This is an optimization exercise on Yosys and OpenROAD, whose aim is small area and a short achievable clock period, not a production implementation. Where RTL was checked, it was by simulation tests only, not by an equivalence proof against the original. No activity file was given, so power comes from the tool's default toggle rates.

==> run Z: inputs <==
## QE_M
module QE_M (clk, reset, in_a, in_b, in_c, in_x, mode, valid_in, last_input, valid_out, result);
==> flow/config.mk <==
export PLATFORM = sky130hd
export DESIGN_NAME = QE_M
export DESIGN_NICKNAME = QE_M
export VERILOG_FILES = /design/flow/design.v
export SDC_FILE = /design/flow/constraint.sdc
export NUM_CORES = 4
export LEC_CHECK = 0
export CAP_MARGIN = 20
export CORE_MARGIN = 2
export CORE_UTILIZATION = 40
export CTS_BUF_LIST = sky130_fd_sc_hd__clkbuf_8
export SETUP_SLACK_MARGIN = 4
export SLEW_MARGIN = 20
export SYNTH_HIERARCHICAL = 1
==> flow/constraint.sdc <==
create_clock -name core_clock -period 6.5 [get_ports {clk}]
set_input_delay 1.3000 -clock core_clock [delete_from_list [all_inputs] [get_ports {clk}]]
set_output_delay 1.3000 -clock core_clock [all_outputs]
set_load 0.01 [all_outputs]
standard.sh (not shown) runs the stock make flow with config.mk's settings and CLKGATE_MAP_FILE= SYNTH_SCRIPT=/design/flow/synth_recipe.tcl, a recipe that flattens the netlist after the stock synthesis.
==> flow/flow/run.sh <==
#!/bin/bash
# The standard layout, with buf_2 cells as the port buffers.
bash standard.sh "BUFFER_PORTS_ARGS=-buffer_cell sky130_fd_sc_hd__buf_2" finish > standard.log 2>&1
==> run R: changes against run Z <==
CTS_BUF_LIST = unset   (was sky130_fd_sc_hd__clkbuf_8)
==> comparison table <==
quantity	run Z	run R
Run status	timing/DRC/antenna clean	timing/DRC/antenna clean
Final non-filler cell area	0.009851 mm²	0.01012 mm²
Sequential fraction of design power	32.7%	30.7%
Routed wl met3	857 µm	865 µm
Clock edge transition at the registers on the reported setup and hold paths	0.08 ns	0.07 ns
Fraction of area in registers	32.87%	32.02%
Net switching power figure	1866 µW	1921 µW
Pwr dens	469.0 mW/mm²	487.4 mW/mm²
Met1 capacity usage during global routing	21.32%	21.25%
Critical Path RT	6.84 ns	6.81 ns
Buffer cell driving the clock tree root	clkbuf_8	clkbuf_16
Power drawn by the combinational cells	2370 µW	2420 µW
Clock tree skew after final layout	0.01650 ns	0.01160 ns
Normalized max-slew margin	34.46%	34.39%
Share of final layout cell area taken by clock buffers and inverters	4.077%	5.860%
Fin crit period	2.516 ns	2.555 ns
Function was not checked in any run of this note: the RTL went through the layout flow alone.

==> build 32: inputs <==
Another version of the RTL of QE_M (not shown whole).
## QE_M
module QE_M (clk, reset, in_a, in_b, in_c, in_x, mode, valid_in, last_input, valid_out, result);
Settings: LEC_CHECK=0, CAP_MARGIN=20, CORE_MARGIN=2, CORE_UTILIZATION=40, CTS_BUF_LIST=sky130_fd_sc_hd__clkbuf_8, SETUP_SLACK_MARGIN=4, SLEW_MARGIN=20, SYNTH_HIERARCHICAL=1; clock period 6.5 ns.
Scripts as last shown in full above: flow/flow/run.sh
==> trial 47 (differences from build 32) <==
CTS_BUF_LIST = unset   (was sky130_fd_sc_hd__clkbuf_8)
==> notes.md <==
| quantity | trial 47 | build 32 |
|---|---|---|
| Outcome | timing/DRC/antenna clean | timing/DRC/antenna clean |
| Fraction of layout cells with a size suffix above 1 | 17.5% | 17.5% |
| Power attributed to the clock group | 1.02 mW | 0.760 mW |
| Routed wire length on met2 | 7800 um | 7620 um |
| Count of vias placed by the detailed router | 5767 | 5732 |
| Global-route wire length before repair | 27800 um | 27600 um |
| Layout clock buffers | 18 | 17 |
| Worst relative slew slack | 33.3% | 34.2% |
| Sw Ratio | 38.6% | 40.3% |
| Worst hold slack | 0.326 ns | 0.332 ns |
| Max IR drop VDD | 0.241 mV | 0.178 mV |
| Final cycle utilization of the critical path | 40.0% | 40.4% |
| Number of cell instances on the worst register-to-register path | 11 | 12 |
| Crit. path cell count | 11 | 12 |
| Via count of the first global-routing pass | 5651 | 5634 |
| Clock Root Buffer | clkbuf_16 | clkbuf_8 |
| Clock share of power | 21.6% | 17.1% |
| Met3 track utilization from global routing | 3.32% | 2.74% |
| Portion of total power attributed to sequential cells | 32.9% | 34.7% |
| Power per unit of standard cell area | 476 nW/um^2 | 459 nW/um^2 |
| Maximum frequency from static timing analysis | 384 MHz | 381 MHz |
| Routing usage on met1 | 21.1% | 21.1% |
| Detailed router's first-iteration violation count | 352 | 365 |
Function was not checked in any run of this note: the RTL went through the layout flow alone.

==> inputs of v7 <==
QE_M, a different RTL version from the one above (not shown whole).
export LEC_CHECK = 0
export ABC_AREA = 1
export CAP_MARGIN = 20
export CORE_MARGIN = 2
export CORE_UTILIZATION = 40
export SLEW_MARGIN = 20
create_clock -name core_clock -period 6.5 [get_ports {clk}]
run.sh (not shown) runs the stock make flow with config.mk's settings and CLKGATE_MAP_FILE= SYNTH_SCRIPT=/design/flow/synth_recipe.tcl, a recipe that flattens the netlist after the stock synthesis.
Stock flow here: none of the scripts above is used.
==> v24 (differences from v7) <==
- ABC_AREA: 1 -> default
- SETUP_SLACK_MARGIN: default -> 1.5
==> notes.md <==
Between v7 and v24, the lower core utilization is in v7 (gap 3.4 points). Of v24 and v7, v7 has the higher area after synthesis (gap 6.2%, measured against v7). Of v24 and v7, v24 has the higher non-clock buffer count (gap 21). Of v7 and v24, v24 has the higher register-to-register slack (gap 70 ps). Routed wire length: v24 is smaller than v7 (about 3.4%). Global-route usage: v7 is higher than v24 (0.49 points).
==> figures <==
metric	v7	v24
Sequential Power	0.600 mW	0.597 mW
Post-route minimum period	5600 ps	5120 ps
Total instance count after detailed placement	1180	982
Post-Synth Simple-Gate Area	16.7%	17.5%
Post-synth cell types	36	37
Number of cells on the critical path	20	18
Final area over synthesized area	1.114x	1.209x
Status	timing/DRC/antenna clean	timing/DRC/antenna clean
Crit path largest cell delay	540 ps	530 ps
Flip-flop and latch share of the layout cell area	13.0%	12.8%
Combinational cell fraction of total power	76.5%	80.0%
Internal power	1.79 mW	2.36 mW
Final Net Count	1178	1005

==> run H: inputs <==
==> flow/design.v <==
module QE_M (clk, reset, in_a, in_b, in_c, in_x, mode, valid_in, last_input, valid_out, result);
input wire clk, reset, mode;
input wire [7:0] in_a;
input wire [7:0] in_b;
input wire [7:0] in_c;
input wire [7:0] in_x;
input wire valid_in, last_input;
output reg valid_out;
output wire [15:0] result;
reg [7:0]  A0, B0, C0, X0;
reg        m0, v0, f0;
reg [15:0] R;
reg [7:0]  X1;
reg [7:0]  C1;
reg        m1, f1;
reg [15:0] Y;
reg        q0, q1;     
reg        lastd;      
wire [15:0] Z = m1 ? (f1 ? 16'd0 : Y) : {8'd0, C1};
always @(posedge clk) begin
	A0 <= in_a;
	B0 <= in_b;
	C0 <= in_c;
	X0 <= in_x;
	m0 <= mode;
	v0 <= valid_in;
	f0 <= lastd;
	R  <= A0 * X0 + (m0 ? 8'd0 : B0);
	X1 <= m0 ? {7'd0, v0} : X0;
	C1 <= C0;
	m1 <= m0;
	f1 <= f0;
	Y  <= R * X1 + Z;
end
always @(posedge clk or posedge reset) begin
	if (reset) begin
		q0 <= 1'b0;
		q1 <= 1'b0;
		valid_out <= 1'b0;
		lastd <= 1'b1;
	end else begin
		q0 <= mode ? last_input : valid_in;
		q1 <= q0;
		valid_out <= q1;
		lastd <= last_input;
	end
end
assign result = Y;
endmodule
==> flow/run.sh <==
#!/bin/bash
# synth_recipe.tcl (not shown) runs the flow's synth.tcl, then flattens the netlist and writes it again
# the make line also repeats each setting of config.mk as NAME=value (left out here)
make -C /OpenROAD-flow-scripts/flow DESIGN_CONFIG=/design/flow/config.mk WORK_HOME=/design/flow/orfs CLKGATE_MAP_FILE= SYNTH_SCRIPT=/design/flow/synth_recipe.tcl finish
==> flow/config.mk <==
export PLATFORM = sky130hd
export DESIGN_NAME = QE_M
export DESIGN_NICKNAME = QE_M
export VERILOG_FILES = /design/flow/design.v
export SDC_FILE = /design/flow/constraint.sdc
export NUM_CORES = 4
export LEC_CHECK = 0
export CAP_MARGIN = 20
export CORE_MARGIN = 2
export CORE_UTILIZATION = 40
export SLEW_MARGIN = 20
==> flow/constraint.sdc <==
create_clock -name core_clock -period 6.5 [get_ports {clk}]
set_input_delay 1.3000 -clock core_clock [delete_from_list [all_inputs] [get_ports {clk}]]
set_output_delay 1.3000 -clock core_clock [all_outputs]
set_load 0.01 [all_outputs]
==> run X: changes against run H <==
Settings changed: SETUP_SLACK_MARGIN from default to 1.5.
==> metrics.cfg <==
[drt]
wl_met2_um = 6530
met3WireLength_um = 347

[sta]
worst_slack_ns = 1.48
max_slew_margin_pct = 57.2

[run_status]
outcome = timing/DRC/antenna clean

[hold_path]
hold-path-endpoint = C1[4]

[power]
p_per_area_nw_per_um2 = 482

-- figures above: run H

==> metrics.cfg <==
[run_status]
outcome = timing/DRC/antenna clean

[sta]
max_slew_margin_pct = 57.3

[power]
p_per_area_nw_per_um2 = 483

[hold_path]
hold-path-endpoint = C1[0]

[drt]
met3WireLength_um = 353

[layout]
seq_share_pct = 21.0

[global_routing]
grt_max_degree = 20

[logic_synthesis]
netlist_top_cells_count = inv_1, fa_1, and2_1

-- figures above: run X

No run of this note included a check of the RTL's function; only the layout flow was run.

==> build 55: inputs <==
Another version of the RTL of QE_M (not shown whole).
## QE_M
module QE_M (clk, reset, in_a, in_b, in_c, in_x, mode, valid_in, last_input, valid_out, result);
input wire clk, reset, mode;
input wire [7:0] in_a;
input wire [7:0] in_b;
input wire [7:0] in_c;
input wire [7:0] in_x;
input wire valid_in, last_input;
output reg valid_out;
output wire [15:0] result;
reg T1a14, T1a13, T1b13, T1c13, T1a12, T1b12, T1c12, T1a11, T1b11, T1c11, T1a10, T1b10, T1c10, T1a9, T1b9, T1c9, T1a8, T1b8, T1c8, T1a7, T1b7, T1c7, T1a6, T1b6, T1c6, T1a5, T1b5, T1c5, T1a4, T1b4, T1c4, T1a3, T1b3, T1c3, T1a2, T1b2, T1c2, T1a1, T1b1, T1c1, T1a0, T1b0;
reg [7:0]  X1, C1;
reg        m1, f1;
reg [15:0] R;
reg [3:0]  bo, bt, bn;   
reg [3:0]  bnn;          
reg        x7;
reg [7:0]  C2;
reg        nkeep2;       
reg S3a15, S3b15, S3a14, S3b14, S3a13, S3b13, S3a12, S3b12, S3a11, S3b11, S3a10, S3b10, S3a9, S3b9, S3a8, S3b8, S3a7, S3b7, S3a6, S3b6, S3a5, S3b5, S3a4, S3b4, S3a3, S3b3, S3a2, S3b2, S3a1, S3b1, S3a0, S3b0;
reg [15:0] Y;
reg        q1, q2, q3;   
reg        lastd;        
wire [15:0] S3a = {S3a15, S3a14, S3a13, S3a12, S3a11, S3a10, S3a9, S3a8, S3a7, S3a6, S3a5, S3a4, S3a3, S3a2, S3a1, S3a0};
wire [15:0] S3b = {S3b15, S3b14, S3b13, S3b12, S3b11, S3b10, S3b9, S3b8, S3b7, S3b6, S3b5, S3b4, S3b3, S3b2, S3b1, S3b0};
wire [15:0] S3s;
wire [15:0] td_cp_p, td_cp_g, td_cp_c;
qe_x2 td_cp_px0 (.a(S3a[0]), .b(S3b[0]), .y(td_cp_p[0]));
assign td_cp_g[0] = ~(S3a[0] | S3b[0]);
  ...
export LEC_CHECK = 0
export CAP_MARGIN = 20
export CORE_MARGIN = 2
export CORE_UTILIZATION = 40
export CTS_BUF_LIST = sky130_fd_sc_hd__clkbuf_8
export SETUP_SLACK_MARGIN = 4
export SLEW_MARGIN = 20
export SYNTH_HIERARCHICAL = 1
create_clock -name core_clock -period 6.5 [get_ports {clk}]
standard.sh (not shown) runs the stock make flow with config.mk's settings and CLKGATE_MAP_FILE= SYNTH_SCRIPT=/design/flow/synth_recipe.tcl, a recipe that flattens the netlist after the stock synthesis.
Scripts as last shown in full above: flow/flow/run.sh
==> trial 74: changes against build 55 <==
--- a/flow/design.v
+++ b/flow/design.v
@@ -11,15 +11,15 @@
 reg [7:0]  X1, C1;
 reg        m1, f1;
 reg [15:0] R;
 reg [3:0]  bo, bt, bn;   
 reg [3:0]  bnn;          
 reg        x7;
 reg [7:0]  C2;
-reg        nkeep2;       
+reg        keep2;
 reg S3a15, S3b15, S3a14, S3b14, S3a13, S3b13, S3a12, S3b12, S3a11, S3b11, S3a10, S3b10, S3a9, S3b9, S3a8, S3b8, S3a7, S3b7, S3a6, S3b6, S3a5, S3b5, S3a4, S3b4, S3a3, S3b3, S3a2, S3b2, S3a1, S3b1, S3a0, S3b0;
 reg [15:0] Y;
 reg        q1, q2, q3;   
 reg        lastd;        
 wire [15:0] S3a = {S3a15, S3a14, S3a13, S3a12, S3a11, S3a10, S3a9, S3a8, S3a7, S3a6, S3a5, S3a4, S3a3, S3a2, S3a1, S3a0};
 wire [15:0] S3b = {S3b15, S3b14, S3b13, S3b12, S3b11, S3b10, S3b9, S3b8, S3b7, S3b6, S3b5, S3b4, S3b3, S3b2, S3b1, S3b0};
 wire [15:0] S3s;
@@ -509,41 +509,41 @@
 assign pc_0_10 = ~(((bo[0] & R[10]) | (bt[0] & R[9])) ^ bn[0]);
 assign pc_0_11 = ~(((bo[0] & R[11]) | (bt[0] & R[10])) ^ bn[0]);
 assign pc_0_12 = ~(((bo[0] & R[12]) | (bt[0] & R[11])) ^ bn[0]);
 assign pc_0_13 = ~(((bo[0] & R[13]) | (bt[0] & R[12])) ^ bn[0]);
 assign pc_0_14 = ~(((bo[0] & R[14]) | (bt[0] & R[13])) ^ bn[0]);
 assign pc_0_15 = ~(((bo[0] & R[15]) | (bt[0] & R[14])) ^ bn[0]);
 assign pc_neg_0 = bnn[0];
-assign pc_1_2 = ~(((bo[1] & R[0])) ^ ~(bnn[1] & (S3a[2] | nkeep2)));
-assign pc_1_3 = ~(((bo[1] & R[1]) | (bt[1] & R[0])) ^ ~(bnn[1] & (S3a[3] | nkeep2)));
-assign pc_1_4 = ~(((bo[1] & R[2]) | (bt[1] & R[1])) ^ ~(bnn[1] & (S3a[4] | nkeep2)));
-assign pc_1_5 = ~(((bo[1] & R[3]) | (bt[1] & R[2])) ^ ~(bnn[1] & (S3a[5] | nkeep2)));
-assign pc_1_6 = ~(((bo[1] & R[4]) | (bt[1] & R[3])) ^ ~(bnn[1] & (S3a[6] | nkeep2)));
-assign pc_1_7 = ~(((bo[1] & R[5]) | (bt[1] & R[4])) ^ ~(bnn[1] & (S3a[7] | nkeep2)));
-assign pc_1_8 = ~(((bo[1] & R[6]) | (bt[1] & R[5])) ^ ~(bnn[1] & (S3a[8] | nkeep2)));
-assign pc_1_9 = ~(((bo[1] & R[7]) | (bt[1] & R[6])) ^ ~(bnn[1] & (S3a[9] | nkeep2)));
-assign pc_1_10 = ~(((bo[1] & R[8]) | (bt[1] & R[7])) ^ ~(bnn[1] & (S3a[10] | nkeep2)));
-assign pc_1_11 = ~(((bo[1] & R[9]) | (bt[1] & R[8])) ^ ~(bnn[1] & (S3a[11] | nkeep2)));
-assign pc_1_12 = ~(((bo[1] & R[10]) | (bt[1] & R[9])) ^ ~(bnn[1] & (S3a[12] | nkeep2)));
-assign pc_1_13 = ~(((bo[1] & R[11]) | (bt[1] & R[10])) ^ ~(bnn[1] & (S3a[13] | nkeep2)));
-assign pc_1_14 = ~(((bo[1] & R[12]) | (bt[1] & R[11])) ^ ~(bnn[1] & (S3a[14] | nkeep2)));
-assign pc_1_15 = ~(((bo[1] & R[13]) | (bt[1] & R[12])) ^ ~(bnn[1] & (S3a[15] | nkeep2)));
+assign pc_1_2 = ((bo[1] & R[0]) | (keep2 & ~S3a[2])) ^ bnn[1];
+assign pc_1_3 = ((bo[1] & R[1]) | (bt[1] & R[0]) | (keep2 & ~S3a[3])) ^ bnn[1];
+assign pc_1_4 = ((bo[1] & R[2]) | (bt[1] & R[1]) | (keep2 & ~S3a[4])) ^ bnn[1];
+assign pc_1_5 = ((bo[1] & R[3]) | (bt[1] & R[2]) | (keep2 & ~S3a[5])) ^ bnn[1];
+assign pc_1_6 = ((bo[1] & R[4]) | (bt[1] & R[3]) | (keep2 & ~S3a[6])) ^ bnn[1];
+assign pc_1_7 = ((bo[1] & R[5]) | (bt[1] & R[4]) | (keep2 & ~S3a[7])) ^ bnn[1];
+assign pc_1_8 = ((bo[1] & R[6]) | (bt[1] & R[5]) | (keep2 & ~S3a[8])) ^ bnn[1];
+assign pc_1_9 = ~(((bo[1] & R[7]) | (bt[1] & R[6]) | (keep2 & ~S3a[9])) ^ bn[1]);
+assign pc_1_10 = ~(((bo[1] & R[8]) | (bt[1] & R[7]) | (keep2 & ~S3a[10])) ^ bn[1]);
+assign pc_1_11 = ~(((bo[1] & R[9]) | (bt[1] & R[8]) | (keep2 & ~S3a[11])) ^ bn[1]);
+assign pc_1_12 = ~(((bo[1] & R[10]) | (bt[1] & R[9]) | (keep2 & ~S3a[12])) ^ bn[1]);
+assign pc_1_13 = ~(((bo[1] & R[11]) | (bt[1] & R[10]) | (keep2 & ~S3a[13])) ^ bn[1]);
+assign pc_1_14 = ~(((bo[1] & R[12]) | (bt[1] & R[11]) | (keep2 & ~S3a[14])) ^ bn[1]);
+assign pc_1_15 = ~(((bo[1] & R[13]) | (bt[1] & R[12]) | (keep2 & ~S3a[15])) ^ bn[1]);
 assign pc_neg_1 = bnn[1];
-assign pc_2_4 = ~(((bo[2] & R[0])) ^ ~(bnn[2] & (S3b[4] | nkeep2)));
-assign pc_2_5 = ~(((bo[2] & R[1]) | (bt[2] & R[0])) ^ ~(bnn[2] & (S3b[5] | nkeep2)));
-assign pc_2_6 = ~(((bo[2] & R[2]) | (bt[2] & R[1])) ^ ~(bnn[2] & (S3b[6] | nkeep2)));
-assign pc_2_7 = ~(((bo[2] & R[3]) | (bt[2] & R[2])) ^ ~(bnn[2] & (S3b[7] | nkeep2)));
-assign pc_2_8 = ~(((bo[2] & R[4]) | (bt[2] & R[3])) ^ ~(bnn[2] & (S3b[8] | nkeep2)));
-assign pc_2_9 = ~(((bo[2] & R[5]) | (bt[2] & R[4])) ^ ~(bnn[2] & (S3b[9] | nkeep2)));
-assign pc_2_10 = ~(((bo[2] & R[6]) | (bt[2] & R[5])) ^ ~(bnn[2] & (S3b[10] | nkeep2)));
-assign pc_2_11 = ~(((bo[2] & R[7]) | (bt[2] & R[6])) ^ ~(bnn[2] & (S3b[11] | nkeep2)));
-assign pc_2_12 = ~(((bo[2] & R[8]) | (bt[2] & R[7])) ^ ~(bnn[2] & (S3b[12] | nkeep2)));
-assign pc_2_13 = ~(((bo[2] & R[9]) | (bt[2] & R[8])) ^ ~(bnn[2] & (S3b[13] | nkeep2)));
-assign pc_2_14 = ~(((bo[2] & R[10]) | (bt[2] & R[9])) ^ ~(bnn[2] & (S3b[14] | nkeep2)));
-assign pc_2_15 = ~(((bo[2] & R[11]) | (bt[2] & R[10])) ^ ~(bnn[2] & (S3b[15] | nkeep2)));
+assign pc_2_4 = ((bo[2] & R[0]) | (keep2 & ~S3b[4])) ^ bnn[2];
+assign pc_2_5 = ((bo[2] & R[1]) | (bt[2] & R[0]) | (keep2 & ~S3b[5])) ^ bnn[2];
+assign pc_2_6 = ((bo[2] & R[2]) | (bt[2] & R[1]) | (keep2 & ~S3b[6])) ^ bnn[2];
+assign pc_2_7 = ((bo[2] & R[3]) | (bt[2] & R[2]) | (keep2 & ~S3b[7])) ^ bnn[2];
+assign pc_2_8 = ((bo[2] & R[4]) | (bt[2] & R[3]) | (keep2 & ~S3b[8])) ^ bnn[2];
+assign pc_2_9 = ((bo[2] & R[5]) | (bt[2] & R[4]) | (keep2 & ~S3b[9])) ^ bnn[2];
+assign pc_2_10 = ~(((bo[2] & R[6]) | (bt[2] & R[5]) | (keep2 & ~S3b[10])) ^ bn[2]);
+assign pc_2_11 = ~(((bo[2] & R[7]) | (bt[2] & R[6]) | (keep2 & ~S3b[11])) ^ bn[2]);
+assign pc_2_12 = ~(((bo[2] & R[8]) | (bt[2] & R[7]) | (keep2 & ~S3b[12])) ^ bn[2]);
+assign pc_2_13 = ~(((bo[2] & R[9]) | (bt[2] & R[8]) | (keep2 & ~S3b[13])) ^ bn[2]);
+assign pc_2_14 = ~(((bo[2] & R[10]) | (bt[2] & R[9]) | (keep2 & ~S3b[14])) ^ bn[2]);
+assign pc_2_15 = ~(((bo[2] & R[11]) | (bt[2] & R[10]) | (keep2 & ~S3b[15])) ^ bn[2]);
 assign pc_neg_2 = bnn[2];
 assign pc_3_6 = ((bo[3] & R[0])) ^ bnn[3];
 assign pc_3_7 = ((bo[3] & R[1]) | (bt[3] & R[0])) ^ bnn[3];
 assign pc_3_8 = ((bo[3] & R[2]) | (bt[3] & R[1])) ^ bnn[3];
 assign pc_3_9 = ((bo[3] & R[3]) | (bt[3] & R[2])) ^ bnn[3];
 assign pc_3_10 = ((bo[3] & R[4]) | (bt[3] & R[3])) ^ bnn[3];
 assign pc_3_11 = ~(((bo[3] & R[5]) | (bt[3] & R[4])) ^ bn[3]);
@@ -556,20 +556,20 @@
 assign pc_4_9 = ~(x7 & R[1]);
 assign pc_4_10 = ~(x7 & R[2]);
 assign pc_4_11 = ~(x7 & R[3]);
 assign pc_4_12 = ~(x7 & R[4]);
 assign pc_4_13 = ~(x7 & R[5]);
 assign pc_4_14 = ~(x7 & R[6]);
 assign pc_4_15 = ~(x7 & R[7]);
-assign pc_acc_1_0 = nkeep2 | S3a[0];
-assign pc_acc_1_1 = nkeep2 | S3a[1];
-assign pc_acc_2_0 = nkeep2 | S3b[0];
-assign pc_acc_2_1 = nkeep2 | S3b[1];
-assign pc_acc_2_2 = nkeep2 | S3b[2];
-assign pc_acc_2_3 = nkeep2 | S3b[3];
+assign pc_acc_1_0 = ~(keep2 & ~S3a[0]);
+assign pc_acc_1_1 = ~(keep2 & ~S3a[1]);
+assign pc_acc_2_0 = ~(keep2 & ~S3b[0]);
+assign pc_acc_2_1 = ~(keep2 & ~S3b[1]);
+assign pc_acc_2_2 = ~(keep2 & ~S3b[2]);
+assign pc_acc_2_3 = ~(keep2 & ~S3b[3]);
 wire tc_1, tc_2, tc_3, tc_4, tc_5, tc_6, tc_7, tc_8;
 wire tc_9, tc_10, tc_11, tc_12, tc_13, tc_14, tc_15, tc_16;
 wire tc_17, tc_18, tc_19, tc_20, tc_21, tc_22, tc_23, tc_24;
 wire tc_25, tc_26, tc_27, tc_28, tc_29, tc_30, tc_31, tc_32;
 wire tc_33, tc_34, tc_35, tc_36, tc_37, tc_38, tc_39, tc_40;
 wire tc_41, tc_42, tc_43, tc_44, tc_45, tc_46, tc_47, tc_48;
 wire tc_49, tc_50, tc_51, tc_52, tc_53, tc_54, tc_55, tc_56;
@@ -752,15 +752,15 @@
 		bo[i] <= X1[2*i] ^ xm[2*i];
 		bt[i] <= (X1[2*i+1] & ~X1[2*i] & ~xm[2*i]) | (~X1[2*i+1] & X1[2*i] & xm[2*i]);
 		bn[i] <= X1[2*i+1];
 		bnn[i] <= ~X1[2*i+1];
 	end
 	x7 <= X1[7];
 	C2 <= C1;
-	nkeep2 <= ~m1 | f1;
+	keep2 <= m1 & ~f1;
 	S3a15 <= tc_115;
 	S3b15 <= tc_114;
 	S3a14 <= tc_113;
 	S3b14 <= tc_112;
 	S3a13 <= tc_111;
 	S3b13 <= tc_110;
 	S3a12 <= tc_109;
Settings changed: CORE_UTILIZATION 40 to 45.
==> notes.md <==
metric	trial 74	build 55
Depth of the worst register-to-register path	6	10
Global-route wire length before repair	28,000 µm	26,800 µm
Sequential cell area share	33.1%	33.2%
Layout clock buffers	20	17
Part of the power in the clock network	14.7%	16.3%
Worst setup path endpoint	T1b9	R[14]
Total area of multi-input combinational cells	5290 µm²	5090 µm²
Run status	complete, no violations	complete, no violations
Storage element area	3120 µm²	3080 µm²
Slew of the pin with the lowest slew margin	0.607 ns	0.534 ns
Placeable core region	18,600 µm²	20,200 µm²
Compound-cell area share of the yosys netlist	14.4%	15.0%
Clock group total power	691 µW	739 µW
Hold slack final	0.332 ns	0.323 ns
Launch point of the worst reg-to-reg path	bo[1]	T1b2
Post-synthesis average cell area	9.64 µm²	9.84 µm²
Detailed-routing wirelength on met1	8180 µm	7940 µm
Switching part of the total power	41.8%	41.7%
Peak supply drop	0.000186 V	0.000202 V
Fin crit share	36.4%	37.5%
Leakage power of the design	0.00377 µW	0.00372 µW
Mux cell area share after synthesis	0.267%	0.275%
Post-CTS Resized	2	6
Fin worst setup slack	4.13 ns	4.06 ns
Final Non-Filler Cells	1,155	1,150
Combinational gate power	2450 µW	2270 µW
Function not checked in build 55: the RTL went through the layout flow alone.

-- afterwards: timing with drivers on the ports --
In the flow no input, the clock included, has a driving cell. The finished layouts below were timed again as built, in two steps.
Step 1, drivers: a clkbuf_16 drives clk and a buf_2 each remaining input, both assumed.
Step 2 times the ports against the registers' clock, not the clock port: input delays grow and output delays shrink by t, the midpoint of the rising clock arrivals with the driver on.
Three values: ideal, step 1, step 2; two values: the first two.
| run | t, ns | setup WS [ns] | worst hold slack (ns) | worst setup path at the end |
|---|---|---|---|---|
| run Z | 0.490 | 3.984 / 3.984 / 3.776 | 0.331 / 0.331 / 0.331 | input to register |
| run R | 0.461 | 3.945 / 3.945 / 3.770 | 0.327 / 0.327 / 0.327 | input to register |
| build 32 | 0.486 | 3.872 / 3.872 / 3.757 | 0.332 / 0.332 / 0.332 | input to register |
| trial 47 | 0.464 | 3.898 / 3.898 / 3.760 | 0.326 / 0.326 / 0.326 | input to register |
| v7 | 0.341 | 0.904 / 0.921 / 0.580 | 0.380 / 0.380 / 0.380 | input to register |
| v24 | 0.341 | 1.376 / 1.378 / 1.037 | 0.353 / 0.353 / 0.353 | input to register |
| run H | 0.393 | 1.477 / 1.477 / 1.477 | 0.329 / 0.329 / 0.329 | register to register |
| run X | 0.394 | 1.946 / 1.946 / 1.946 | 0.329 / 0.329 / 0.329 | register to register |
| build 55 | 0.486 | 4.060 / 4.060 / 3.666 | 0.323 / 0.323 / 0.323 | input to register |
| trial 74 | 0.492 | 4.132 / 4.148 / 3.655 | 0.332 / 0.332 / 0.332 | input to register |
After both steps every run listed still meets setup and hold. The setup slack of trial 74, which loses most, moves by +0.016 ns with the drivers and by -0.477 ns with both steps.
